What follows belongs to an exercise in optimizing a design on an open flow for small area, a short achievable clock period and few clock cycles; a production flow would make more cautious choices.
No run shown here included a check of the RTL's function; only the layout flow was run.

==> flow/design.v <==
`timescale 1ns/10ps
module geofence (clk, reset, X, Y, valid, is_inside);
input clk;
input reset;
input [9:0] X;
input [9:0] Y;
output reg valid;
output reg is_inside;
localparam S0 = 3'd0, S1 = 3'd1, S2 = 3'd2, S3 = 3'd3, SF = 3'd4;
reg [3:0] cnt;           
reg [2:0] st;
reg [9:0] px, py;        
reg       wsx, wsy;      
reg [9:0] wmx_n, wmy_n;      
wire [9:0] wmx = ~wmx_n, wmy = ~wmy_n;
reg       lsx, lsy, rsx, rsy;
reg [9:0] lmx_n, lmy, rmx, rmy_n;   
wire [9:0] lmx = ~lmx_n, rmy = ~rmy_n;
wire [10:0] dx = {1'b0, X} - {1'b0, px};
wire [10:0] dy = {1'b0, Y} - {1'b0, py};
wire       dsx = dx[10];
wire       dsy = dy[10];
wire [9:0] dmx = (dx[9:0] ^ {10{dsx}}) + {9'd0, dsx};
wire [9:0] dmy = (dy[9:0] ^ {10{dsy}}) + {9'd0, dsy};
wire       a_n, a_z, b_n, b_z;
xsign ua (.a(lmx), .b(wmy), .c(lmy), .d(wmx), .neg(a_n), .zero(a_z));   
xsign ub (.a(wmx), .b(rmy), .c(rmx), .d(wmy), .neg(b_n), .zero(b_z));   
wire lzx = lmx == 0, lzy = lmy == 0, wzx = wmx == 0, wzy = wmy == 0;
wire rzx = rmx == 0, rzy = rmy == 0;
wire a_s1 = lsx ^ wsy, a_s2 = lsy ^ wsx;
wire b_s1 = wsx ^ rsy, b_s2 = wsy ^ rsx;
wire [1:0] ca = (a_s1 != a_s2) ? (((lzx || wzy) && (lzy || wzx)) ? 2'b01 : {a_s1, 1'b0})
                               : (a_z ? 2'b01 : {a_s1 ^ a_n, 1'b0});
wire [1:0] cb = (b_s1 != b_s2) ? (((wzx || rzy) && (wzy || rzx)) ? 2'b01 : {b_s1, 1'b0})
                               : (b_z ? 2'b01 : {b_s1 ^ b_n, 1'b0});
wire a_neg = ca[1], a_zero = ca[0], a_pos = !ca[1] && !ca[0];
wire b_neg = cb[1], b_zero = cb[0];
wire w_zero = wzx && wzy;
wire opp = (!lzx && (lsx != wsx)) || (!lzy && (lsy != wsy));
reg [2:0] st_n;
reg       set_l, set_r, neg_l;
always @(*) begin
    st_n  = st;
    set_l = 1'b0;
    set_r = 1'b0;
    neg_l = 1'b0;
    if (!w_zero) begin
        case (st)
        S0: begin st_n = S1; set_l = 1'b1; set_r = 1'b1; end
        S1: begin
            if (a_neg && b_neg) st_n = SF;
            else if (a_neg) begin set_l = 1'b1; if (b_zero) st_n = S2; end
            else if (b_neg) begin set_r = 1'b1; if (a_zero) st_n = S2; end
            else if (a_zero && b_zero && opp) st_n = S3;
        end
        S2: if (a_neg) st_n = SF;
        S3: if (a_pos) st_n = S2;
            else if (a_neg) begin st_n = S2; neg_l = 1'b1; end
        default: st_n = SF;
        endcase
    end
end
wire proc = (cnt >= 4'd2) && (cnt <= 4'd8);
always @(posedge clk or posedge reset) begin
    if (reset) begin
        cnt <= 4'd0;
        st <= S0;
        valid <= 1'b0;
        is_inside <= 1'b0;
    end else begin
        cnt <= (cnt == 4'd9) ? 4'd0 : cnt + 4'd1;
        valid <= (cnt == 4'd8);
        if (cnt == 4'd8) is_inside <= (st_n == SF);
        if (proc) st <= st_n;
        else st <= S0;
    end
end
always @(posedge clk) begin
    if (cnt == 4'd0) begin
        px <= X;
        py <= Y;
    end
    wsx <= dsx; wmx_n <= ~dmx;
    wsy <= dsy; wmy_n <= ~dmy;
    if (proc && set_l) begin
        lsx <= wsx; lmx_n <= wmx_n;
        lsy <= wsy; lmy <= wmy;
    end else if (proc && neg_l) begin
        lsx <= !lsx;
        lsy <= !lsy;
    end
    if (proc && set_r) begin
        rsx <= wsx; rmx <= wmx;
        rsy <= wsy; rmy_n <= wmy_n;
    end
end
endmodule
module xsign (input [9:0] a, input [9:0] b, input [9:0] c, input [9:0] d, output neg, output zero);
wire [9:0] cn = ~c, dn = ~d;
wire t1, t2, t3, t4, t5, t6, t7, t8, t9, t10, t11, t12, t13, t14, t15, t16, t17, t18, t19, t20, t21, t22, t23, t24, t25, t26, t27, t28, t29, t30, t31, t32, t33, t34, t35, t36, t37, t38, t39, t40, t41, t42, t43, t44, t45, t46, t47, t48, t49, t50, t51, t52, t53, t54, t55, t56, t57, t58, t59, t60, t61, t62, t63, t64, t65, t66, t67, t68, t69, t70, t71, t72, t73, t74, t75, t76, t77, t78, t79, t80, t81, t82, t83, t84, t85, t86, t87, t88, t89, t90, t91, t92, t93, t94, t95, t96, t97, t98, t99, t100, t101, t102, t103, t104, t105, t106, t107, t108, t109, t110, t111, t112, t113, t114, t115, t116, t117, t118, t119, t120, t121, t122, t123, t124, t125, t126, t127, t128, t129, t130, t131, t132, t133, t134, t135, t136, t137, t138, t139, t140, t141, t142, t143, t144, t145, t146, t147, t148, t149, t150, t151, t152, t153, t154, t155, t156, t157, t158, t159, t160, t161, t162, t163, t164, t165, t166, t167, t168, t169, t170, t171, t172, t173, t174, t175, t176, t177, t178, t179, t180, t181, t182, t183, t184, t185, t186, t187, t188, t189, t190, t191, t192, t193, t194, t195, t196, t197, t198, t199, t200, t201, t202, t203, t204, t205, t206, t207, t208, t209, t210, t211, t212, t213, t214, t215, t216, t217, t218, t219, t220, t221, t222, t223, t224, t225, t226, t227, t228, t229, t230, t231, t232, t233, t234, t235, t236, t237, t238, t239, t240, t241, t242, t243, t244, t245, t246, t247, t248, t249, t250, t251, t252, t253, t254, t255, t256, t257, t258, t259, t260, t261, t262, t263, t264, t265, t266, t267, t268, t269, t270, t271, t272, t273, t274, t275, t276, t277, t278, t279, t280, t281, t282, t283, t284, t285, t286, t287, t288, t289, t290, t291, t292, t293, t294, t295, t296, t297, t298, t299, t300, t301, t302, t303, t304, t305, t306, t307, t308, t309, t310, t311, t312, t313, t314, t315, t316, t317, t318, t319, t320, t321, t322, t323, t324, t325, t326, t327, t328, t329, t330, t331, t332, t333, t334, t335, t336, t337, t338, t339, t340, t341, t342, t343, t344, t345, t346, t347, t348, t349, t350, t351, t352, t353, t354, t355, t356, t357, t358, t359, t360, t361, t362, t363, t364, t365, t366, t367, t368, t369, t370, t371, t372, t373, t374, t375, t376, t377, t378, t379, t380, t381, t382, t383, t384, t385, t386, t387, t388, t389, t390, t391, t392, t393, t394, t395, t396, t397, t398, t399, t400, t401, t402, t403, t404, t405, t406, t407, t408, t409, t410, t411, t412, t413, t414, t415, t416, t417, t418, t419, t420, t421, t422, t423, t424, t425, t426, t427, t428, t429, t430, t431, t432, t433, t434, t435, t436, t437, t438, t439, t440, t441, t442, t443, t444, t445, t446, t447, t448, t449, t450, t451, t452, t453, t454, t455, t456, t457, t458, t459, t460, t461, t462, t463, t464, t465, t466, t467, t468, t469, t470, t471, t472, t473, t474, t475, t476, t477, t478, t479, t480, t481, t482, t483, t484, t485, t486, t487, t488, t489, t490, t491, t492, t493, t494, t495, t496, t497, t498, t499, t500, t501, t502, t503, t504, t505, t506, t507, t508, t509, t510, t511, t512, t513, t514, t515, t516, t517, t518, t519, t520, t521, t522, t523, t524, t525, t526, t527, t528, t529, t530, t531, t532, t533, t534, t535, t536, t537, t538, t539, t540, t541, t542, t543, t544, t545, t546, t547, t548, t549, t550, t551, t552, t553, t554, t555, t556, t557, t558, t559, t560, t561, t562, t563, t564, t565, t566, t567, t568, t569, t570, t571, t572, t573, t574, t575, t576, t577, t578, t579, t580, t581, t582, t583, t584, t585, t586, t587, t588, t589, t590, t591, t592, t593, t594, t595, t596, t597, t598, t599, t600, t601, t602, t603, t604;
assign t1 = (a[0] & b[0]);
assign t2 = (cn[0] & d[0]);
assign t3 = d[0];
assign t4 = (a[0] & b[1]);
assign t5 = (a[1] & b[0]);
assign t6 = (cn[1] & d[0]);
assign t7 = (cn[0] & d[1]);
assign t8 = d[1];
assign t9 = (a[0] & b[2]);
assign t10 = (a[1] & b[1]);
assign t11 = (a[2] & b[0]);
assign t12 = (cn[2] & d[0]);
assign t13 = (cn[1] & d[1]);
assign t14 = (cn[0] & d[2]);
assign t15 = d[2];
assign t16 = (a[0] & b[3]);
assign t17 = (a[1] & b[2]);
assign t18 = (a[2] & b[1]);
assign t19 = (a[3] & b[0]);
assign t20 = (cn[3] & d[0]);
assign t21 = (cn[2] & d[1]);
assign t22 = (cn[1] & d[2]);
assign t23 = (cn[0] & d[3]);
assign t24 = d[3];
assign t25 = (a[0] & b[4]);
assign t26 = (a[1] & b[3]);
assign t27 = (a[2] & b[2]);
assign t28 = (a[3] & b[1]);
assign t29 = (a[4] & b[0]);
assign t30 = (cn[4] & d[0]);
assign t31 = (cn[3] & d[1]);
assign t32 = (cn[2] & d[2]);
assign t33 = (cn[1] & d[3]);
assign t34 = (cn[0] & d[4]);
assign t35 = d[4];
assign t36 = (a[0] & b[5]);
assign t37 = (a[1] & b[4]);
assign t38 = (a[2] & b[3]);
assign t39 = (a[3] & b[2]);
assign t40 = (a[4] & b[1]);
assign t41 = (a[5] & b[0]);
assign t42 = (cn[5] & d[0]);
assign t43 = (cn[4] & d[1]);
assign t44 = (cn[3] & d[2]);
assign t45 = (cn[2] & d[3]);
assign t46 = (cn[1] & d[4]);
assign t47 = (cn[0] & d[5]);
assign t48 = d[5];
assign t49 = (a[0] & b[6]);
assign t50 = (a[1] & b[5]);
assign t51 = (a[2] & b[4]);
assign t52 = (a[3] & b[3]);
assign t53 = (a[4] & b[2]);
assign t54 = (a[5] & b[1]);
assign t55 = (a[6] & b[0]);
assign t56 = (cn[6] & d[0]);
assign t57 = (cn[5] & d[1]);
assign t58 = (cn[4] & d[2]);
assign t59 = (cn[3] & d[3]);
assign t60 = (cn[2] & d[4]);
assign t61 = (cn[1] & d[5]);
assign t62 = (cn[0] & d[6]);
assign t63 = d[6];
assign t64 = (a[0] & b[7]);
assign t65 = (a[1] & b[6]);
assign t66 = (a[2] & b[5]);
assign t67 = (a[3] & b[4]);
assign t68 = (a[4] & b[3]);
assign t69 = (a[5] & b[2]);
assign t70 = (a[6] & b[1]);
assign t71 = (a[7] & b[0]);
assign t72 = (cn[7] & d[0]);
assign t73 = (cn[6] & d[1]);
assign t74 = (cn[5] & d[2]);
assign t75 = (cn[4] & d[3]);
assign t76 = (cn[3] & d[4]);
assign t77 = (cn[2] & d[5]);
assign t78 = (cn[1] & d[6]);
assign t79 = (cn[0] & d[7]);
assign t80 = d[7];
assign t81 = (a[0] & b[8]);
assign t82 = (a[1] & b[7]);
assign t83 = (a[2] & b[6]);
assign t84 = (a[3] & b[5]);
assign t85 = (a[4] & b[4]);
assign t86 = (a[5] & b[3]);
assign t87 = (a[6] & b[2]);
assign t88 = (a[7] & b[1]);
assign t89 = (a[8] & b[0]);
assign t90 = (cn[8] & d[0]);
assign t91 = (cn[7] & d[1]);
assign t92 = (cn[6] & d[2]);
assign t93 = (cn[5] & d[3]);
assign t94 = (cn[4] & d[4]);
assign t95 = (cn[3] & d[5]);
assign t96 = (cn[2] & d[6]);
assign t97 = (cn[1] & d[7]);
assign t98 = (cn[0] & d[8]);
assign t99 = d[8];
assign t100 = (a[0] & b[9]);
assign t101 = (a[1] & b[8]);
assign t102 = (a[2] & b[7]);
assign t103 = (a[3] & b[6]);
assign t104 = (a[4] & b[5]);
assign t105 = (a[5] & b[4]);
assign t106 = (a[6] & b[3]);
assign t107 = (a[7] & b[2]);
assign t108 = (a[8] & b[1]);
assign t109 = (a[9] & b[0]);
assign t110 = (cn[9] & d[0]);
assign t111 = (cn[8] & d[1]);
assign t112 = (cn[7] & d[2]);
assign t113 = (cn[6] & d[3]);
assign t114 = (cn[5] & d[4]);
assign t115 = (cn[4] & d[5]);
assign t116 = (cn[3] & d[6]);
assign t117 = (cn[2] & d[7]);
assign t118 = (cn[1] & d[8]);
assign t119 = (cn[0] & d[9]);
assign t120 = d[9];
assign t121 = (a[1] & b[9]);
assign t122 = (a[2] & b[8]);
assign t123 = (a[3] & b[7]);
assign t124 = (a[4] & b[6]);
assign t125 = (a[5] & b[5]);
assign t126 = (a[6] & b[4]);
assign t127 = (a[7] & b[3]);
assign t128 = (a[8] & b[2]);
assign t129 = (a[9] & b[1]);
assign t130 = (cn[9] & d[1]);
assign t131 = (cn[8] & d[2]);
assign t132 = (cn[7] & d[3]);
assign t133 = (cn[6] & d[4]);
assign t134 = (cn[5] & d[5]);
assign t135 = (cn[4] & d[6]);
assign t136 = (cn[3] & d[7]);
assign t137 = (cn[2] & d[8]);
assign t138 = (cn[1] & d[9]);
assign t139 = dn[0];
assign t140 = (a[2] & b[9]);
assign t141 = (a[3] & b[8]);
assign t142 = (a[4] & b[7]);
assign t143 = (a[5] & b[6]);
assign t144 = (a[6] & b[5]);
assign t145 = (a[7] & b[4]);
assign t146 = (a[8] & b[3]);
assign t147 = (a[9] & b[2]);
assign t148 = (cn[9] & d[2]);
assign t149 = (cn[8] & d[3]);
assign t150 = (cn[7] & d[4]);
assign t151 = (cn[6] & d[5]);
assign t152 = (cn[5] & d[6]);
assign t153 = (cn[4] & d[7]);
assign t154 = (cn[3] & d[8]);
assign t155 = (cn[2] & d[9]);
assign t156 = dn[1];
assign t157 = (a[3] & b[9]);
assign t158 = (a[4] & b[8]);
assign t159 = (a[5] & b[7]);
assign t160 = (a[6] & b[6]);
assign t161 = (a[7] & b[5]);
assign t162 = (a[8] & b[4]);
assign t163 = (a[9] & b[3]);
assign t164 = (cn[9] & d[3]);
assign t165 = (cn[8] & d[4]);
assign t166 = (cn[7] & d[5]);
assign t167 = (cn[6] & d[6]);
assign t168 = (cn[5] & d[7]);
assign t169 = (cn[4] & d[8]);
assign t170 = (cn[3] & d[9]);
assign t171 = dn[2];
assign t172 = (a[4] & b[9]);
assign t173 = (a[5] & b[8]);
assign t174 = (a[6] & b[7]);
assign t175 = (a[7] & b[6]);
assign t176 = (a[8] & b[5]);
assign t177 = (a[9] & b[4]);
assign t178 = (cn[9] & d[4]);
assign t179 = (cn[8] & d[5]);
assign t180 = (cn[7] & d[6]);
assign t181 = (cn[6] & d[7]);
assign t182 = (cn[5] & d[8]);
assign t183 = (cn[4] & d[9]);
assign t184 = dn[3];
assign t185 = (a[5] & b[9]);
assign t186 = (a[6] & b[8]);
assign t187 = (a[7] & b[7]);
assign t188 = (a[8] & b[6]);
assign t189 = (a[9] & b[5]);
assign t190 = (cn[9] & d[5]);
assign t191 = (cn[8] & d[6]);
assign t192 = (cn[7] & d[7]);
assign t193 = (cn[6] & d[8]);
assign t194 = (cn[5] & d[9]);
assign t195 = dn[4];
assign t196 = (a[6] & b[9]);
assign t197 = (a[7] & b[8]);
assign t198 = (a[8] & b[7]);
assign t199 = (a[9] & b[6]);
assign t200 = (cn[9] & d[6]);
assign t201 = (cn[8] & d[7]);
assign t202 = (cn[7] & d[8]);
assign t203 = (cn[6] & d[9]);
assign t204 = dn[5];
assign t205 = (a[7] & b[9]);
assign t206 = (a[8] & b[8]);
assign t207 = (a[9] & b[7]);
assign t208 = (cn[9] & d[7]);
assign t209 = (cn[8] & d[8]);
assign t210 = (cn[7] & d[9]);
assign t211 = dn[6];
assign t212 = (a[8] & b[9]);
assign t213 = (a[9] & b[8]);
assign t214 = (cn[9] & d[8]);
assign t215 = (cn[8] & d[9]);
assign t216 = dn[7];
assign t217 = (a[9] & b[9]);
assign t218 = (cn[9] & d[9]);
assign t219 = dn[8];
assign t220 = dn[9];
assign {t222, t221} = {1'b0, t100} + {1'b0, t101} + {1'b0, t102};
assign {t224, t223} = {1'b0, t121} + {1'b0, t122} + {1'b0, t123};
assign {t226, t225} = {1'b0, t49} + {1'b0, t50} + {1'b0, t51};
assign {t228, t227} = {1'b0, t64} + {1'b0, t65} + {1'b0, t66};
assign {t230, t229} = {1'b0, t67} + {1'b0, t68} + {1'b0, t69};
assign t231 = t70 ^ t71;
assign t232 = t70 & t71;
assign {t234, t233} = {1'b0, t81} + {1'b0, t82} + {1'b0, t83};
assign {t236, t235} = {1'b0, t84} + {1'b0, t85} + {1'b0, t86};
assign {t238, t237} = {1'b0, t87} + {1'b0, t88} + {1'b0, t89};
assign {t240, t239} = {1'b0, t90} + {1'b0, t91} + {1'b0, t92};
assign t241 = t93 ^ t94;
assign t242 = t93 & t94;
assign {t244, t243} = {1'b0, t103} + {1'b0, t104} + {1'b0, t105};
assign {t246, t245} = {1'b0, t106} + {1'b0, t107} + {1'b0, t108};
assign {t248, t247} = {1'b0, t109} + {1'b0, t110} + {1'b0, t111};
assign {t250, t249} = {1'b0, t112} + {1'b0, t113} + {1'b0, t114};
assign {t252, t251} = {1'b0, t115} + {1'b0, t116} + {1'b0, t117};
assign t253 = t118 ^ t119;
assign t254 = t118 & t119;
assign {t256, t255} = {1'b0, t124} + {1'b0, t125} + {1'b0, t126};
assign {t258, t257} = {1'b0, t127} + {1'b0, t128} + {1'b0, t129};
assign {t260, t259} = {1'b0, t130} + {1'b0, t131} + {1'b0, t132};
assign {t262, t261} = {1'b0, t133} + {1'b0, t134} + {1'b0, t135};
assign {t264, t263} = {1'b0, t136} + {1'b0, t137} + {1'b0, t138};
assign t265 = ~(t139 ^ t223);
assign t266 = t139 | t223;
assign {t268, t267} = {1'b0, t140} + {1'b0, t141} + {1'b0, t142};
assign {t270, t269} = {1'b0, t143} + {1'b0, t144} + {1'b0, t145};
assign {t272, t271} = {1'b0, t146} + {1'b0, t147} + {1'b0, t148};
assign {t274, t273} = {1'b0, t149} + {1'b0, t150} + {1'b0, t151};
assign {t276, t275} = {1'b0, t152} + {1'b0, t153} + {1'b0, t154};
assign t277 = t155 ^ t156;
assign t278 = t155 & t156;
assign {t280, t279} = {1'b0, t157} + {1'b0, t158} + {1'b0, t159};
assign {t282, t281} = {1'b0, t160} + {1'b0, t161} + {1'b0, t162};
assign {t284, t283} = {1'b0, t163} + {1'b0, t164} + {1'b0, t165};
assign {t286, t285} = {1'b0, t166} + {1'b0, t167} + {1'b0, t168};
assign {t288, t287} = {1'b0, t172} + {1'b0, t173} + {1'b0, t174};
assign {t290, t289} = {1'b0, t175} + {1'b0, t176} + {1'b0, t177};
assign {t292, t291} = {1'b0, t25} + {1'b0, t26} + {1'b0, t27};
assign {t294, t293} = {1'b0, t36} + {1'b0, t37} + {1'b0, t38};
assign {t296, t295} = {1'b0, t39} + {1'b0, t40} + {1'b0, t41};
assign t297 = t42 ^ t43;
assign t298 = t42 & t43;
assign {t300, t299} = {1'b0, t52} + {1'b0, t53} + {1'b0, t54};
assign {t302, t301} = {1'b0, t55} + {1'b0, t56} + {1'b0, t57};
assign {t304, t303} = {1'b0, t58} + {1'b0, t59} + {1'b0, t60};
assign t305 = t61 ^ t62;
assign t306 = t61 & t62;
assign {t308, t307} = {1'b0, t72} + {1'b0, t73} + {1'b0, t74};
assign {t310, t309} = {1'b0, t75} + {1'b0, t76} + {1'b0, t77};
assign {t312, t311} = {1'b0, t78} + {1'b0, t79} + {1'b0, t80};
assign {t314, t313} = {1'b0, t227} + {1'b0, t229} + {1'b0, t231};
assign {t316, t315} = {1'b0, t95} + {1'b0, t96} + {1'b0, t97};
assign {t318, t317} = {1'b0, t98} + {1'b0, t99} + {1'b0, t233};
assign {t320, t319} = {1'b0, t235} + {1'b0, t237} + {1'b0, t239};
assign {t322, t321} = {1'b0, t241} + {1'b0, t228} + {1'b0, t230};
assign {t324, t323} = {1'b0, t120} + {1'b0, t221} + {1'b0, t243};
assign {t326, t325} = {1'b0, t245} + {1'b0, t247} + {1'b0, t249};
assign {t328, t327} = {1'b0, t251} + {1'b0, t253} + {1'b0, t234};
assign {t330, t329} = {1'b0, t236} + {1'b0, t238} + {1'b0, t240};
assign {t332, t331} = {1'b0, t222} + {1'b0, t255} + {1'b0, t257};
assign {t334, t333} = {1'b0, t259} + {1'b0, t261} + {1'b0, t263};
assign {t336, t335} = {1'b0, t265} + {1'b0, t244} + {1'b0, t246};
assign {t338, t337} = {1'b0, t248} + {1'b0, t250} + {1'b0, t252};
assign {t340, t339} = {1'b0, t224} + {1'b0, t267} + {1'b0, t269};
assign {t342, t341} = {1'b0, t271} + {1'b0, t273} + {1'b0, t275};
assign {t344, t343} = {1'b0, t277} + {1'b0, t256} + {1'b0, t258};
assign {t346, t345} = {1'b0, t260} + {1'b0, t262} + {1'b0, t264};
assign {t348, t347} = {1'b0, t169} + {1'b0, t170} + {1'b0, t171};
assign {t350, t349} = {1'b0, t279} + {1'b0, t281} + {1'b0, t283};
assign {t352, t351} = {1'b0, t285} + {1'b0, t268} + {1'b0, t270};
assign {t354, t353} = {1'b0, t272} + {1'b0, t274} + {1'b0, t276};
assign {t356, t355} = {1'b0, t178} + {1'b0, t179} + {1'b0, t180};
assign {t358, t357} = {1'b0, t181} + {1'b0, t182} + {1'b0, t183};
assign {t360, t359} = {1'b0, t184} + {1'b0, t287} + {1'b0, t289};
assign {t362, t361} = {1'b0, t280} + {1'b0, t282} + {1'b0, t284};
assign {t364, t363} = {1'b0, t185} + {1'b0, t186} + {1'b0, t187};
assign {t366, t365} = {1'b0, t188} + {1'b0, t189} + {1'b0, t190};
assign {t368, t367} = {1'b0, t191} + {1'b0, t192} + {1'b0, t193};
assign {t370, t369} = {1'b0, t194} + {1'b0, t195} + {1'b0, t288};
assign {t372, t371} = {1'b0, t196} + {1'b0, t197} + {1'b0, t198};
assign {t374, t373} = {1'b0, t199} + {1'b0, t200} + {1'b0, t201};
assign t375 = t9 ^ t10;
assign t376 = t9 & t10;
assign {t378, t377} = {1'b0, t16} + {1'b0, t17} + {1'b0, t18};
assign {t380, t379} = {1'b0, t19} + {1'b0, t20} + {1'b0, t21};
assign {t382, t381} = {1'b0, t28} + {1'b0, t29} + {1'b0, t30};
assign {t384, t383} = {1'b0, t31} + {1'b0, t32} + {1'b0, t33};
assign t385 = t34 ^ t35;
assign t386 = t34 & t35;
assign {t388, t387} = {1'b0, t44} + {1'b0, t45} + {1'b0, t46};
assign {t390, t389} = {1'b0, t47} + {1'b0, t48} + {1'b0, t293};
assign {t392, t391} = {1'b0, t295} + {1'b0, t297} + {1'b0, t292};
assign {t394, t393} = {1'b0, t63} + {1'b0, t225} + {1'b0, t299};
assign {t396, t395} = {1'b0, t301} + {1'b0, t303} + {1'b0, t305};
assign {t398, t397} = {1'b0, t294} + {1'b0, t296} + {1'b0, t298};
assign {t400, t399} = {1'b0, t226} + {1'b0, t307} + {1'b0, t309};
assign {t402, t401} = {1'b0, t311} + {1'b0, t313} + {1'b0, t300};
assign {t404, t403} = {1'b0, t302} + {1'b0, t304} + {1'b0, t306};
assign {t406, t405} = {1'b0, t232} + {1'b0, t315} + {1'b0, t317};
assign {t408, t407} = {1'b0, t319} + {1'b0, t321} + {1'b0, t308};
assign {t410, t409} = {1'b0, t310} + {1'b0, t312} + {1'b0, t314};
assign {t412, t411} = {1'b0, t242} + {1'b0, t323} + {1'b0, t325};
assign {t414, t413} = {1'b0, t327} + {1'b0, t329} + {1'b0, t316};
assign {t416, t415} = {1'b0, t318} + {1'b0, t320} + {1'b0, t322};
assign {t418, t417} = {1'b0, t254} + {1'b0, t331} + {1'b0, t333};
assign {t420, t419} = {1'b0, t335} + {1'b0, t337} + {1'b0, t324};
assign {t422, t421} = {1'b0, t326} + {1'b0, t328} + {1'b0, t330};
assign {t424, t423} = {1'b0, t266} + {1'b0, t339} + {1'b0, t341};
assign {t426, t425} = {1'b0, t343} + {1'b0, t345} + {1'b0, t332};
assign {t428, t427} = {1'b0, t334} + {1'b0, t336} + {1'b0, t338};
assign {t430, t429} = {1'b0, t278} + {1'b0, t347} + {1'b0, t349};
assign {t432, t431} = {1'b0, t351} + {1'b0, t353} + {1'b0, t340};
assign {t434, t433} = {1'b0, t342} + {1'b0, t344} + {1'b0, t346};
assign {t436, t435} = {1'b0, t286} + {1'b0, t355} + {1'b0, t357};
assign {t438, t437} = {1'b0, t359} + {1'b0, t361} + {1'b0, t348};
assign {t440, t439} = {1'b0, t350} + {1'b0, t352} + {1'b0, t354};
assign {t442, t441} = {1'b0, t290} + {1'b0, t363} + {1'b0, t365};
assign {t444, t443} = {1'b0, t367} + {1'b0, t369} + {1'b0, t356};
assign {t446, t445} = {1'b0, t358} + {1'b0, t360} + {1'b0, t362};
assign {t448, t447} = {1'b0, t202} + {1'b0, t203} + {1'b0, t204};
assign {t450, t449} = {1'b0, t371} + {1'b0, t373} + {1'b0, t364};
assign {t452, t451} = {1'b0, t366} + {1'b0, t368} + {1'b0, t370};
assign {t454, t453} = {1'b0, t205} + {1'b0, t206} + {1'b0, t207};
assign {t456, t455} = {1'b0, t208} + {1'b0, t209} + {1'b0, t210};
assign {t458, t457} = {1'b0, t211} + {1'b0, t372} + {1'b0, t374};
assign {t460, t459} = {1'b0, t212} + {1'b0, t213} + {1'b0, t214};
assign t461 = t4 ^ t5;
assign t462 = t4 & t5;
assign {t464, t463} = {1'b0, t11} + {1'b0, t12} + {1'b0, t13};
assign t465 = t14 ^ t15;
assign t466 = t14 & t15;
assign {t468, t467} = {1'b0, t22} + {1'b0, t23} + {1'b0, t24};
assign {t470, t469} = {1'b0, t377} + {1'b0, t379} + {1'b0, t376};
assign {t472, t471} = {1'b0, t291} + {1'b0, t381} + {1'b0, t383};
assign {t474, t473} = {1'b0, t385} + {1'b0, t378} + {1'b0, t380};
assign {t476, t475} = {1'b0, t387} + {1'b0, t389} + {1'b0, t391};
assign {t478, t477} = {1'b0, t382} + {1'b0, t384} + {1'b0, t386};
assign {t480, t479} = {1'b0, t393} + {1'b0, t395} + {1'b0, t397};
assign {t482, t481} = {1'b0, t388} + {1'b0, t390} + {1'b0, t392};
assign {t484, t483} = {1'b0, t399} + {1'b0, t401} + {1'b0, t403};
assign {t486, t485} = {1'b0, t394} + {1'b0, t396} + {1'b0, t398};
assign {t488, t487} = {1'b0, t405} + {1'b0, t407} + {1'b0, t409};
assign {t490, t489} = {1'b0, t400} + {1'b0, t402} + {1'b0, t404};
assign {t492, t491} = {1'b0, t411} + {1'b0, t413} + {1'b0, t415};
assign {t494, t493} = {1'b0, t406} + {1'b0, t408} + {1'b0, t410};
assign {t496, t495} = {1'b0, t417} + {1'b0, t419} + {1'b0, t421};
assign {t498, t497} = {1'b0, t412} + {1'b0, t414} + {1'b0, t416};
assign {t500, t499} = {1'b0, t423} + {1'b0, t425} + {1'b0, t427};
assign {t502, t501} = {1'b0, t418} + {1'b0, t420} + {1'b0, t422};
assign {t504, t503} = {1'b0, t429} + {1'b0, t431} + {1'b0, t433};
assign {t506, t505} = {1'b0, t424} + {1'b0, t426} + {1'b0, t428};
assign {t508, t507} = {1'b0, t435} + {1'b0, t437} + {1'b0, t439};
assign {t510, t509} = {1'b0, t430} + {1'b0, t432} + {1'b0, t434};
assign {t512, t511} = {1'b0, t441} + {1'b0, t443} + {1'b0, t445};
assign {t514, t513} = {1'b0, t436} + {1'b0, t438} + {1'b0, t440};
assign {t516, t515} = {1'b0, t447} + {1'b0, t449} + {1'b0, t451};
assign {t518, t517} = {1'b0, t442} + {1'b0, t444} + {1'b0, t446};
assign {t520, t519} = {1'b0, t453} + {1'b0, t455} + {1'b0, t457};
assign {t522, t521} = {1'b0, t448} + {1'b0, t450} + {1'b0, t452};
assign {t524, t523} = {1'b0, t215} + {1'b0, t216} + {1'b0, t459};
assign {t526, t525} = {1'b0, t454} + {1'b0, t456} + {1'b0, t458};
assign {t528, t527} = {1'b0, t217} + {1'b0, t218} + {1'b0, t219};
assign t529 = t6 ^ t7;
assign t530 = t6 & t7;
assign {t532, t531} = {1'b0, t375} + {1'b0, t463} + {1'b0, t465};
assign {t534, t533} = {1'b0, t467} + {1'b0, t469} + {1'b0, t464};
assign {t536, t535} = {1'b0, t471} + {1'b0, t473} + {1'b0, t468};
assign {t538, t537} = {1'b0, t475} + {1'b0, t477} + {1'b0, t472};
assign {t540, t539} = {1'b0, t479} + {1'b0, t481} + {1'b0, t476};
assign {t542, t541} = {1'b0, t483} + {1'b0, t485} + {1'b0, t480};
assign {t544, t543} = {1'b0, t487} + {1'b0, t489} + {1'b0, t484};
assign {t546, t545} = {1'b0, t491} + {1'b0, t493} + {1'b0, t488};
assign {t548, t547} = {1'b0, t495} + {1'b0, t497} + {1'b0, t492};
assign {t550, t549} = {1'b0, t499} + {1'b0, t501} + {1'b0, t496};
assign {t552, t551} = {1'b0, t503} + {1'b0, t505} + {1'b0, t500};
assign {t554, t553} = {1'b0, t507} + {1'b0, t509} + {1'b0, t504};
assign {t556, t555} = {1'b0, t511} + {1'b0, t513} + {1'b0, t508};
assign {t558, t557} = {1'b0, t515} + {1'b0, t517} + {1'b0, t512};
assign {t560, t559} = {1'b0, t519} + {1'b0, t521} + {1'b0, t516};
assign {t562, t561} = {1'b0, t523} + {1'b0, t525} + {1'b0, t520};
assign {t564, t563} = {1'b0, t460} + {1'b0, t527} + {1'b0, t524};
assign t565 = t1 ^ t2;
assign t566 = t1 & t2;
assign {t568, t567} = {1'b0, t8} + {1'b0, t461} + {1'b0, t529};
assign {t570, t569} = {1'b0, t462} + {1'b0, t531} + {1'b0, t530};
assign {t572, t571} = {1'b0, t466} + {1'b0, t533} + {1'b0, t532};
assign {t574, t573} = {1'b0, t470} + {1'b0, t535} + {1'b0, t534};
assign {t576, t575} = {1'b0, t474} + {1'b0, t537} + {1'b0, t536};
assign {t578, t577} = {1'b0, t478} + {1'b0, t539} + {1'b0, t538};
assign {t580, t579} = {1'b0, t482} + {1'b0, t541} + {1'b0, t540};
assign {t582, t581} = {1'b0, t486} + {1'b0, t543} + {1'b0, t542};
assign {t584, t583} = {1'b0, t490} + {1'b0, t545} + {1'b0, t544};
assign {t586, t585} = {1'b0, t494} + {1'b0, t547} + {1'b0, t546};
assign {t588, t587} = {1'b0, t498} + {1'b0, t549} + {1'b0, t548};
assign {t590, t589} = {1'b0, t502} + {1'b0, t551} + {1'b0, t550};
assign {t592, t591} = {1'b0, t506} + {1'b0, t553} + {1'b0, t552};
assign {t594, t593} = {1'b0, t510} + {1'b0, t555} + {1'b0, t554};
assign {t596, t595} = {1'b0, t514} + {1'b0, t557} + {1'b0, t556};
assign {t598, t597} = {1'b0, t518} + {1'b0, t559} + {1'b0, t558};
assign {t600, t599} = {1'b0, t522} + {1'b0, t561} + {1'b0, t560};
assign {t602, t601} = {1'b0, t526} + {1'b0, t563} + {1'b0, t562};
assign {t604, t603} = {1'b0, t220} + {1'b0, t528} + {1'b0, t564};
wire [20:0] r1 = {1'b1, t603, t601, t599, t597, t595, t593, t591, t589, t587, t585, t583, t581, t579, t577, t575, t573, t571, t569, t567, t3};
wire [20:0] r2 = {t604, t602, t600, t598, t596, t594, t592, t590, t588, t586, t584, t582, t580, t578, t576, t574, t572, t570, t568, t566, t565};
wire cg0_0 = (r1[1] & r2[1]) | ((r1[1] | r2[1]) & (r1[0] & r2[0]));
wire cp0_0 = (r1[1] | r2[1]) & (r1[0] | r2[0]);
wire cg0_2 = (r1[3] & r2[3]) | ((r1[3] | r2[3]) & (r1[2] & r2[2]));
wire cp0_2 = (r1[3] | r2[3]) & (r1[2] | r2[2]);
wire cg0_4 = (r1[5] & r2[5]) | ((r1[5] | r2[5]) & (r1[4] & r2[4]));
wire cp0_4 = (r1[5] | r2[5]) & (r1[4] | r2[4]);
wire cg0_6 = (r1[7] & r2[7]) | ((r1[7] | r2[7]) & (r1[6] & r2[6]));
wire cp0_6 = (r1[7] | r2[7]) & (r1[6] | r2[6]);
wire cg0_8 = (r1[9] & r2[9]) | ((r1[9] | r2[9]) & (r1[8] & r2[8]));
wire cp0_8 = (r1[9] | r2[9]) & (r1[8] | r2[8]);
wire cg0_10 = (r1[11] & r2[11]) | ((r1[11] | r2[11]) & (r1[10] & r2[10]));
wire cp0_10 = (r1[11] | r2[11]) & (r1[10] | r2[10]);
wire cg0_12 = (r1[13] & r2[13]) | ((r1[13] | r2[13]) & (r1[12] & r2[12]));
wire cp0_12 = (r1[13] | r2[13]) & (r1[12] | r2[12]);
wire cg0_14 = (r1[15] & r2[15]) | ((r1[15] | r2[15]) & (r1[14] & r2[14]));
wire cp0_14 = (r1[15] | r2[15]) & (r1[14] | r2[14]);
wire cg0_16 = (r1[17] & r2[17]) | ((r1[17] | r2[17]) & (r1[16] & r2[16]));
wire cp0_16 = (r1[17] | r2[17]) & (r1[16] | r2[16]);
wire cg0_18 = (r1[19] & r2[19]) | ((r1[19] | r2[19]) & (r1[18] & r2[18]));
wire cp0_18 = (r1[19] | r2[19]) & (r1[18] | r2[18]);
wire cg1_0 = cg0_2 | (cp0_2 & cg0_0);
wire cp1_0 = cp0_2 & cp0_0;
wire cg1_2 = cg0_6 | (cp0_6 & cg0_4);
wire cp1_2 = cp0_6 & cp0_4;
wire cg1_4 = cg0_10 | (cp0_10 & cg0_8);
wire cp1_4 = cp0_10 & cp0_8;
wire cg1_6 = cg0_14 | (cp0_14 & cg0_12);
wire cp1_6 = cp0_14 & cp0_12;
wire cg1_8 = cg0_18 | (cp0_18 & cg0_16);
wire cp1_8 = cp0_18 & cp0_16;
wire cg2_0 = cg1_2 | (cp1_2 & cg1_0);
wire cp2_0 = cp1_2 & cp1_0;
wire cg2_2 = cg1_6 | (cp1_6 & cg1_4);
wire cp2_2 = cp1_6 & cp1_4;
wire cg3_0 = cg2_2 | (cp2_2 & cg2_0);
wire cp3_0 = cp2_2 & cp2_0;
wire cg4_0 = cg1_8 | (cp1_8 & cg3_0);
wire cp4_0 = cp1_8 & cp3_0;
assign neg = r1[20] ^ r2[20] ^ cg4_0;
wire [20:0] zc = {r1[19:0] | r2[19:0], 1'b0};
assign zero = ((r1 ^ r2) == zc);
endmodule
==> flow/flow/run.sh <==
#!/bin/bash
# Standard ORFS layout with two additions (same clock period and constraints):
#  1. after the standard synthesis, flow/polarity.py removes the inverters that
#     Yosys's full-adder extraction leaves between adders (logic unchanged);
#  2. timing repair aims at a larger setup slack than the default.
set -euo pipefail
RES="$PWD/orfs/results/$FLOW_PLATFORM/geofence/base"
LIB="$FLOW_HOME/platforms/$FLOW_PLATFORM/lib/sky130_fd_sc_hd__tt_025C_1v80.lib"
bash standard.sh "$RES/1_2_yosys.v" > synth.log 2>&1
cp "$RES/1_2_yosys.v" 1_2_yosys.before_polarity.v
python3 flow/polarity.py "$RES/1_2_yosys.v" "$LIB" > polarity.log 2>&1
bash standard.sh SETUP_SLACK_MARGIN=6.5 finish > layout.log 2>&1
==> flow/flow/polarity.py <==
#!/usr/bin/env python3
"""Inverter clean-up for a Yosys-mapped sky130hd netlist (flat, one module).

A full adder is self-dual: FA(~a, ~b, ~c) = (~sum, ~cout).  Simple gates have
an output-complemented twin with the same pins (and2/nand2, or2/nor2, ...).
This pass removes every inverter, then picks for each full adder and each such
gate whether it works in complemented polarity, so that as few signals as
possible need an inverter, re-adding one inverter per signal that still needs
its complement.  The logic function of the netlist is unchanged.

usage: polarity.py netlist.v liberty.lib [out.v]
"""
import re, sys, random

src, libf = sys.argv[1], sys.argv[2]
dst = sys.argv[3] if len(sys.argv) > 3 else src
P = "sky130_fd_sc_hd__"
OUTPINS = {"X", "Y", "Q", "Q_N", "SUM", "COUT", "HI", "LO"}
PAIRS = [("and2", "nand2"), ("or2", "nor2"), ("xor2", "xnor2"), ("a21o", "a21oi"),
         ("o21a", "o21ai"), ("a22o", "a22oi"), ("o22a", "o22ai"), ("and3", "nand3"),
         ("or3", "nor3"), ("and4", "nand4"), ("or4", "nor4"), ("a211o", "a211oi"),
         ("o211a", "o211ai"), ("a31o", "a31oi"), ("o31a", "o31ai"), ("and2b", "nand2b"),
         ("or2b", "nor2b"), ("mux2", "mux2i")]
COMP = {}
for a, b in PAIRS:
    COMP[a] = b
    COMP[b] = a

lib = open(libf).read()
area = {}
cpos = [(m.start(), m.group(1)) for m in re.finditer(r'cell \("(' + P + r'\w+)"\)', lib)]
for i, (pos, name) in enumerate(cpos):
    end = cpos[i + 1][0] if i + 1 < len(cpos) else len(lib)
    m = re.search(r'\n\s*area : ([0-9.]+);', lib[pos:end])
    if m:
        area[name] = float(m.group(1))
dont_use = {"sky130_fd_sc_hd__probe_p_8", "sky130_fd_sc_hd__probec_p_8"}

def family(t):
    m = re.match(P + r'(\w+?)_(\d+)$', t)
    return (m.group(1), int(m.group(2))) if m else (None, None)

def comp_type(t):
    fam, _ = family(t)
    c = COMP.get(fam)
    if not c:
        return None
    for size in (1, 2, 0, 4):
        name = f"{P}{c}_{size}"
        if name in area:
            return name
    return None

text = open(src).read()
mstart = text.index("module ")
hdr_end = text.index(";", mstart) + 1
endm = text.rindex("endmodule")
body = text[hdr_end:endm]
inst_re = re.compile(r'\n(\s*)(' + P + r'\w+)\s+(\S+)\s*\((.*?)\);', re.S)
pin_re = re.compile(r'\.(\w+)\(\s*((?:\\\S+\s)|[^()\s]*)\s*\)')
cells = []
for m in inst_re.finditer(body):
    pins = [(p, n.strip()) for p, n in pin_re.findall(m.group(4))]
    cells.append({"type": m.group(2), "name": m.group(3), "pins": pins, "span": m.span()})
ports = set()
for m in re.finditer(r'\n\s*(?:input|output|inout)\s+(?:\[[^\]]*\]\s*)?([^;]+);', body):
    for n in m.group(1).split(","):
        ports.add(n.strip())
def netbase(n):
    return n.split("[")[0].strip() if not n.startswith("\\") else n

drv = {}
for i, c in enumerate(cells):
    for p, n in c["pins"]:
        if p in OUTPINS and n:
            drv[n] = (i, p)

def is_inv(c):
    fam, _ = family(c["type"])
    return fam in ("inv", "clkinv")

removable = set()
for i, c in enumerate(cells):
    if is_inv(c):
        y = dict(c["pins"]).get("Y")
        a = dict(c["pins"]).get("A")
        if y and a and netbase(y) not in ports and not y.startswith("1'") and not a.startswith("1'"):
            removable.add(i)

memo = {}
def base(n):
    if n in memo:
        return memo[n]
    d = drv.get(n)
    if d and d[0] in removable:
        a = dict(cells[d[0]]["pins"])["A"]
        b, q = base(a)
        r = (b, q ^ 1)
    else:
        r = (n, 0)
    memo[n] = r
    return r

flip_kind = {}
for i, c in enumerate(cells):
    if i in removable:
        continue
    fam, _ = family(c["type"])
    if fam == "fa":
        flip_kind[i] = "fa"
    elif fam in COMP and comp_type(c["type"]):
        flip_kind[i] = "gate"
flip = {i: 0 for i in flip_kind}

# consumer pins
cons = {}      # base -> list of (cell, pin index, q)
for i, c in enumerate(cells):
    if i in removable:
        continue
    for k, (p, n) in enumerate(c["pins"]):
        if p in OUTPINS or not n or n.startswith("1'"):
            continue
        b, q = base(n)
        cons.setdefault(b, []).append((i, k, q))
cell_in_bases = {}
for b, lst in cons.items():
    for i, k, q in lst:
        cell_in_bases.setdefault(i, set()).add(b)
cell_out_bases = {}
for n, (i, p) in drv.items():
    if i not in removable:
        cell_out_bases.setdefault(i, set()).add(n)

def fdrv(b):
    d = drv.get(b)
    return flip.get(d[0], 0) if d else 0

def needs(b):
    fd = fdrv(b)
    for i, k, q in cons.get(b, ()):
        fc = flip[i] if flip_kind.get(i) == "fa" else 0
        if q ^ fc ^ fd:
            return 1
    return 0

INV = area[P + "inv_1"]
def gate_cost(i):
    if flip_kind.get(i) == "gate" and flip[i]:
        return area[comp_type(cells[i]["type"])] - area[cells[i]["type"]]
    return 0.0

def affected(i):
    s = set(cell_out_bases.get(i, ()))
    if flip_kind[i] == "fa":
        s |= cell_in_bases.get(i, set())
    return s

def total():
    return INV * sum(needs(b) for b in cons) + sum(gate_cost(i) for i in flip_kind)

start = total()
before_inv = len(removable)
rng = random.Random(1)
order = list(flip_kind)

def local_cost(i):
    aff = affected(i)
    return INV * sum(needs(b) for b in aff) + gate_cost(i)

def greedy():
    improved = True
    passes = 0
    while improved and passes < 50:
        improved = False
        passes += 1
        rng.shuffle(order)
        for i in order:
            c0 = local_cost(i)
            flip[i] ^= 1
            c1 = local_cost(i)
            if c1 < c0 - 1e-9:
                improved = True
            else:
                flip[i] ^= 1

# simulated annealing over single flips, then greedy polish
import math
cur = total()
best, bestflip = cur, dict(flip)
T0, T1 = 4.0, 0.05
steps = 400 * len(order) if order else 0
for s_ in range(steps):
    T = T0 * (T1 / T0) ** (s_ / max(1, steps - 1))
    i = order[rng.randrange(len(order))]
    c0 = local_cost(i)
    flip[i] ^= 1
    c1 = local_cost(i)
    d = c1 - c0
    if d <= 0 or rng.random() < math.exp(-d / T):
        cur += d
        if cur < best - 1e-9:
            best, bestflip = cur, dict(flip)
    else:
        flip[i] ^= 1
flip.update(bestflip)
greedy()
end = total()

# rewrite
newpins = {i: list(c["pins"]) for i, c in enumerate(cells)}
newtype = {i: c["type"] for i, c in enumerate(cells)}
for i, k in flip_kind.items():
    if k == "gate" and flip[i]:
        t = comp_type(cells[i]["type"])
        newtype[i] = t
        outp = "Y" if family(t)[0] in [b for a, b in PAIRS] and family(t)[0] != "mux2" or family(t)[0] == "mux2i" else "X"
        # inverting families use Y, non-inverting use X
        fam = family(t)[0]
        outp = "Y" if fam in ("nand2", "nor2", "xnor2", "a21oi", "o21ai", "a22oi", "o22ai", "nand3", "nor3", "nand4", "nor4", "a211oi", "o211ai", "a31oi", "o31ai", "nand2b", "nor2b", "mux2i") else "X"
        newpins[i] = [((outp if p in ("X", "Y") else p), n) for p, n in newpins[i]]
newinv = []
newwires = []
cnt = 0
for b, lst in cons.items():
    fd = fdrv(b)
    invnet = None
    for i, k, q in lst:
        fc = flip[i] if flip_kind.get(i) == "fa" else 0
        if q ^ fc ^ fd:
            if invnet is None:
                cnt += 1
                invnet = f"_pol{cnt}_"
                newwires.append(invnet)
                newinv.append((f"_polinv{cnt}_", b, invnet))
            n = invnet
        else:
            n = b
        p, _ = newpins[i][k]
        newpins[i][k] = (p, n)

def fmt(n):
    return n + " " if n.startswith("\\") else n
out = []
pos = 0
for i, c in enumerate(cells):
    s, e = c["span"]
    out.append(body[pos:s])
    pos = e
    if i in removable:
        continue
    ind = "\n  "
    pins = ",\n".join(f"    .{p}({fmt(n)})" for p, n in newpins[i])
    out.append(f"{ind}{newtype[i]} {c['name']} (\n{pins}\n  );")
out.append(body[pos:])
for name, a, y in newinv:
    out.append(f"  {P}inv_1 {name} (\n    .A({fmt(a)}),\n    .Y({y})\n  );\n")
nb = "".join(out)
decl = "".join(f"\n  wire {w};" for w in newwires)
res = text[:hdr_end] + decl + nb + text[endm:]
open(dst, "w").write(res)
nflip = sum(1 for i in flip if flip[i])
print(f"polarity: removed {before_inv} inverters, added {len(newinv)}; flipped {nflip} cells; cost {start:.1f} -> {end:.1f} (um2, inverters + gate swaps)")
==> flow/standard.sh <==
#!/bin/bash
# synth_recipe.tcl (not shown) runs the flow's synth.tcl, then flattens the netlist and writes it again
# the make line also repeats each setting of config.mk as NAME=value (left out here)
make -C /OpenROAD-flow-scripts/flow DESIGN_CONFIG=/design/flow/config.mk WORK_HOME=/design/flow/orfs CLKGATE_MAP_FILE= SYNTH_SCRIPT=/design/flow/synth_recipe.tcl "${@:-finish}"
==> flow/config.mk <==
export PLATFORM = sky130hd
export DESIGN_NAME = geofence
export DESIGN_NICKNAME = geofence
export VERILOG_FILES = /design/flow/design.v
export SDC_FILE = /design/flow/constraint.sdc
export NUM_CORES = 4
export LEC_CHECK = 0
export CAP_MARGIN = 20
export CORE_MARGIN = 2
export CORE_UTILIZATION = 40
export SLEW_MARGIN = 20
==> flow/constraint.sdc <==
create_clock -name core_clock -period 13.0 [get_ports {clk}]
set_input_delay 2.6000 -clock core_clock [delete_from_list [all_inputs] [get_ports {clk}]]
set_output_delay 2.6000 -clock core_clock [all_outputs]
set_load 0.01 [all_outputs]
==> impl_metrics.py, run 1 <==
metrics = {
    "status": {
        "status": "no timing/DRC/antenna violations",
    },
    "place": {
        "post-dp-hpwl_microns": 30900,
        "placed_cells": 2085,
        "io_buffers": 23,
        "place_congestion": 0.835,
    },
    "sta": {
        "fmax_mhz": 156,
        "period_share": 0.493,
        "worst_pin_slew_ns": 0.847,
        "setup_violations": 0,
        "min_period_ns": 6.41,
        "skew_ns": 0.00789,
        "hold_violations": 0,
        "drv_slew": 0,
        "rsz0062_at_grt": "true",
        "tns_ns": 0,
        "slew_headroom": 0.428,
    },
    "worst_hold_path": {
        "worstHoldPathType": "reg2reg",
    },
    "floorplanning": {
        "core_sq_um": 39900,
        "initial_utilization": 0.408,
        "fp.dieW_microns": 206,
        "pin_count": 24,
        "fp.dieH_microns": 206,
        "die_area_sq_um": 42300,
        "rows": 73,
    },
    "detailed_routing": {
        "drc_errors": 0,
        "drtIter0Drc": 1041,
        "detail_route.wl_per_cell_microns": 20.3,
        "first_pass_iters": 5,
        "wl_microns": 45600,
        "via_per_inst": 5.42,
        "route.vias.total": 12172,
        "antenna_left": 0,
    },
    "synth": {
        "syn-num-nets": 2109,
        "synth_area_per_cell_sq_um": 10.2,
        "syn_inst": 1603,
        "ys_warn_count": 1,
        "synth_area_sq_um": 16300,
    },
    "global_routing": {
        "grt_usage": 0.223,
        "grt_first_pass_wirelength_microns": 71300,
        "antenna_found_initial": 0,
        "grt_start_max_net_pins": 26,
        "grt_overflow": 0,
        "grt_pass1_vias": 13142,
    },
    "clocking": {
        "cts_sinks": 95,
        "cts-root-buf": "clkbuf_16",
        "cts_buffers": 9,
        "cts_max_path_buffers": 2,
        "cts_tree": "built",
        "cts.reportedPaths.clkPinSlew_ns": 0.07,
        "clk_latency_ns": 0.37,
        "cts_max_level": 3,
    },
    "finish": {
        "final_nets": 2223,
        "area_delta_synth_final_pct": 18.5,
        "drive_gt1_frac": 0.170,
        "antenna_cells": 0,
        "fin_cells": 2247,
    },
    "setup_path": {
        "endpoint_kind": "register",
        "critical_path_class": "reg2reg",
        "crit_buf_inv": 4,
        "critPathTopFamily": "adder cells",
        "crit_top_cell": "fa_1",
        "worstPathArrival_ns": 6.49,
        "cpPeakStageDelay_ns": 0.58,
        "required_ns": 13.08,
        "critPathSlowestCell": "fa_1",
        "critPathLaunchType": "register",
        "worstPathCellList": "buf_6, nor2_4, fa_1, fa_1, fa_1, fa_1, fa_2, fa_1, inv_2, ha_4, nor4_4, nand3_2, a211o_1, a31oi_4, xnor2_2, inv_2, a221o_2, o21a_4, nor2_4, buf_12",
        "cp_max_fo": 11,
    },
    "run": {
        "drv_cap": 0,
    },
}
==> placed cells by master, fill, tap and decap left out, types with 23 or more instances in the layout <==
master,instances
nor2_1,400
fa_1,348
inv_1,165
buf_4,122
ha_1,114
edfxtp_1,64
xnor2_1,57
a21oi_1,34
nor2_2,28
xor2_1,26
clkdlybuf4s50_1,23
==> what timing repair did <==
action / 4_1_cts / 5_1_grt
cloned: 6 / 3
endpoints found under the hold margin: 0 / 0
setup buffers: 77 / 60
hold buffers: 0 / 0
endpoints found under the setup margin: 50 / 51
pin swaps: 20 / 73
resized for setup: 77 / 103
==> layout make-up <==
class / count / area, sq um
fillers: 3613 / 20600
multi-input cells: 1255 / 13200
inverters: 169 / 634
repair buffers: 187 / 1900
flip-flops and latches: 95 / 2630
clock buffers: 10 / 239
well taps: 525 / 657
clock inverters: 6 / 60.1
==> sequential cells by signal (all words and copies together) (netlist names), 3 cells and up <==
signal and count:
wmy_n 10, lmx_n 10, px 10, cnt 4, st 3, rmy_n 10, py 10, lmy 10
wmx_n 10, rmx 10
==> routing by layer <==
layer  share of wire  vias to the layer above  GRT usage  wire length [microns]
li1                -                     5279          -                      -
met5               0                        -          0                      0
met4           0.035                        0     0.0866                   1610
met2            0.48                      602      0.363                  21800
met3           0.098                      118     0.0534                   4490
met1            0.39                     6173      0.288                  17700
==> worst paths after layout <==
check / start / depth (start not counted) / slack, ns / endpoint
max in group asynchronous: reset / 2 / 10.20 / cnt[0]$_DFF_PP0_
hold reg to reg: px[0]$_DFFE_PN_ / 1 / 0.51 / wmx_n[0]$_DFF_P_
setup reg to reg: lmy[7]$_DFFE_PP_ / 20 / 6.59 / rmy_n[0]$_DFFE_PP_
hold / removal: px[0]$_DFFE_PN_ / 1 / 0.51 / wmx_n[0]$_DFF_P_
min in group asynchronous: reset / 2 / 2.52 / is_inside$_DFFE_PP0P_
setup / recovery: lmy[7]$_DFFE_PP_ / 20 / 6.59 / rmy_n[0]$_DFFE_PP_
==> per-stage QoR <==
step | setup slack [ns] | utilization | hold WS, ns | area (sq um)
floorplan | 6.50 | - | 0.409 | 16300
global placement | 5.59 | 0.426 | 0.471 | 17000
detailed placement | 5.54 | 0.426 | 0.486 | 17000
CTS | 6.50 | 0.459 | 0.513 | 18300
global route | 6.41 | 0.483 | 0.558 | 19300
finish | 6.59 | 0.483 | 0.507 | 19300
==> run 2: changes to the inputs <==
--- a/flow/flow/run.sh
+++ b/flow/flow/run.sh
@@ -10,3 +10,3 @@
 cp "$RES/1_2_yosys.v" 1_2_yosys.before_polarity.v
 python3 flow/polarity.py "$RES/1_2_yosys.v" "$LIB" > polarity.log 2>&1
-bash standard.sh SETUP_SLACK_MARGIN=6.5 finish > layout.log 2>&1
+bash standard.sh SETUP_SLACK_MARGIN=3 finish > layout.log 2>&1
--- a/flow/config.mk
+++ b/flow/config.mk
@@ -8,4 +8,5 @@
 export CAP_MARGIN = 20
 export CORE_MARGIN = 2
-export CORE_UTILIZATION = 40
+export CORE_UTILIZATION = 65
+export PLACE_DENSITY = 0.75
 export SLEW_MARGIN = 20
==> impl_metrics.py, run 2 <==
metrics = {
    "status": {
        "status": "no timing/DRC/antenna violations",
    },
    "clocking": {
        "cts_tree": "built",
        "cts_max_path_buffers": 2,
        "cts_setup_buffers": 0,
        "clk_latency_ns": 0.36,
        "cts-root-buf": "clkbuf_16",
        "ctsHoldBuffers": 0,
        "cts_max_level": 3,
        "ctsResizeCount": 0,
        "cts_sinks": 95,
        "cts.reportedPaths.clkPinSlew_ns": 0.07,
        "cts_buffers": 9,
    },
    "place": {
        "place_ws_ns": 5.34,
        "placed_area_sq_um": 16700,
        "placed_cells": 1885,
        "io_buffers": 23,
        "post-dp-hpwl_microns": 30000,
        "place_congestion": 0.885,
    },
    "sta": {
        "hold_violations": 0,
        "fmax_mhz": 128,
        "fin_worst_hold_slack_ns": 0.511,
        "worst_pin_slew_ns": 1.08,
        "setup_violations": 0,
        "tns_ns": 0,
        "period_share": 0.601,
        "min_period_ns": 7.82,
        "setup_slack_ns": 5.18,
        "skew_ns": 0.0117,
        "rsz0062_at_grt": "false",
        "slew_headroom": 0.278,
        "drv_slew": 0,
    },
    "detailed_routing": {
        "route.vias.total": 11702,
        "wl_microns": 39200,
        "drc_errors": 0,
        "drtIter0Drc": 952,
        "antenna_left": 0,
        "first_pass_iters": 5,
        "via_per_inst": 6.16,
        "detail_route.wl_per_cell_microns": 20.6,
    },
    "finish": {
        "fin_cells": 1901,
        "fin_area_sq_um": 17100,
        "area_delta_synth_final_pct": 4.79,
        "antenna_cells": 0,
        "final_nets": 2078,
        "postLayoutCoreUtil": 0.697,
        "final_common_cell": "nor2_1",
        "mostFrequentLayoutCells": "432 x nor2_1, 360 x fa_1, 169 x inv_1",
        "drive_gt1_frac": 0.0311,
    },
    "setup_path": {
        "reg2reg_slack_ns": 5.18,
        "r2r_start": "wmy_n[5]$_DFF_P_",
        "cpPeakStageDelay_ns": 0.82,
        "crit_top_cell": "fa_1",
        "critical_path_class": "reg2reg",
        "worstPathArrival_ns": 7.79,
        "critPathTopFamily": "adder cells",
        "worstReg2RegEnd": "rmy_n[2]$_DFFE_PP_",
        "worstPathCellList": "buf_4, nor2_1, fa_1, fa_1, fa_1, fa_1, fa_1, fa_1, ha_1, or2_1, a2111oi_0, a211o_1, a31oi_2, xnor2_1, inv_1, a221o_1, o21a_1, nor2_2",
        "critPathSlowestCell": "nor2_2",
        "endpoint_kind": "register",
        "crit_buf_inv": 2,
        "required_ns": 12.97,
        "r2r_cells": 18,
        "critPathLaunchType": "register",
        "cp_max_fo": 22,
    },
    "synth": {
        "synth_area_sq_um": 16300,
        "syn_inst": 1603,
        "ys_warn_count": 1,
        "synth_area_per_cell_sq_um": 10.2,
        "syn-num-nets": 2109,
    },
    "floorplanning": {
        "fp.dieH_microns": 162,
        "die_area_sq_um": 26300,
        "fp.dieW_microns": 162,
        "pin_count": 24,
        "core_sq_um": 24500,
        "initial_utilization": 0.665,
        "rows": 57,
    },
    "global_routing": {
        "grt_overflow": 0,
        "antenna_found_initial": 0,
        "grt_usage": 0.325,
        "grt_start_max_net_pins": 26,
        "grt_pass1_vias": 12669,
        "grt_first_pass_wirelength_microns": 65300,
    },
    "worst_hold_path": {
        "worstHoldPathType": "reg2reg",
        "hp-start": "px[0]$_DFFE_PN_",
        "holdPathStages": 1,
        "min_to": "wmx_n[0]$_DFF_P_",
    },
    "run": {
        "drv_cap": 0,
    },
}
## run 2: worst max path at each step
stage / startpoint / to / slack, ns / cells after the start
2_1_floorplan: wmy_n[7]$_DFF_P_ / rmx[0]$_DFFE_PP_ / 5.67 / 23
6_report: wmy_n[5]$_DFF_P_ / rmy_n[2]$_DFFE_PP_ / 5.18 / 18
5_1_grt: wmy_n[5]$_DFF_P_ / rmx[7]$_DFFE_PP_ / 4.92 / 19
4_1_cts: wmy_n[5]$_DFF_P_ / rmx[7]$_DFFE_PP_ / 5.30 / 18
3_5_place_dp: wmy_n[5]$_DFF_P_ / rmx[2]$_DFFE_PP_ / 5.34 / 18
3_3_place_gp: wmy_n[3]$_DFF_P_ / rmy_n[2]$_DFFE_PP_ / 5.46 / 19
## run 2: area by class of cell
class | count | area [sq um]
inverters | 169 | 634
fillers | 1843 | 7410
clock inverters | 5 | 65.1
flip-flops and latches | 95 | 2590
multi-input cells | 1253 | 12700
well taps | 324 | 405
clock buffers | 11 | 243
repair buffers | 44 | 388
## run 2: layer usage
layer  GRT usage  wire [microns]
met1       0.449           15000
met2       0.532           19000
met3      0.0631            3880
met4      0.0949            1350
met5           0               0

separate check: timing with driven ports:
No port has a modelled driver above. Below, the same layouts with a new extraction and two added sets of constraints. Step 1 sets driving cells, clkbuf_16 on the clock port and buf_2 on the other inputs (assumed; they add their load-dependent delay and slew). Step 2, shift: input delay + t, output delay - t, t = (earliest + latest rising clock arrival at the registers) / 2. This alone moves slack from input paths to output paths. Slacks: no drivers / after step 1 / after step 2; pairs: no drivers / after step 1.
run | t (ns) | setup WS [ns] | hold slack, ns | cell pins on the clock port's net
run 1 | 0.413 | 6.593 / 6.593 / 6.522 | 0.507 / 0.507 / 0.507 | 1
run 2 | 0.403 | 5.183 / 5.183 / 5.183 | 0.511 / 0.511 / 0.511 | 1
After both steps every run listed still meets setup and hold. The setup slack of run 1, which loses most, moves by 0.000 ns with the drivers and by -0.071 ns with both steps.
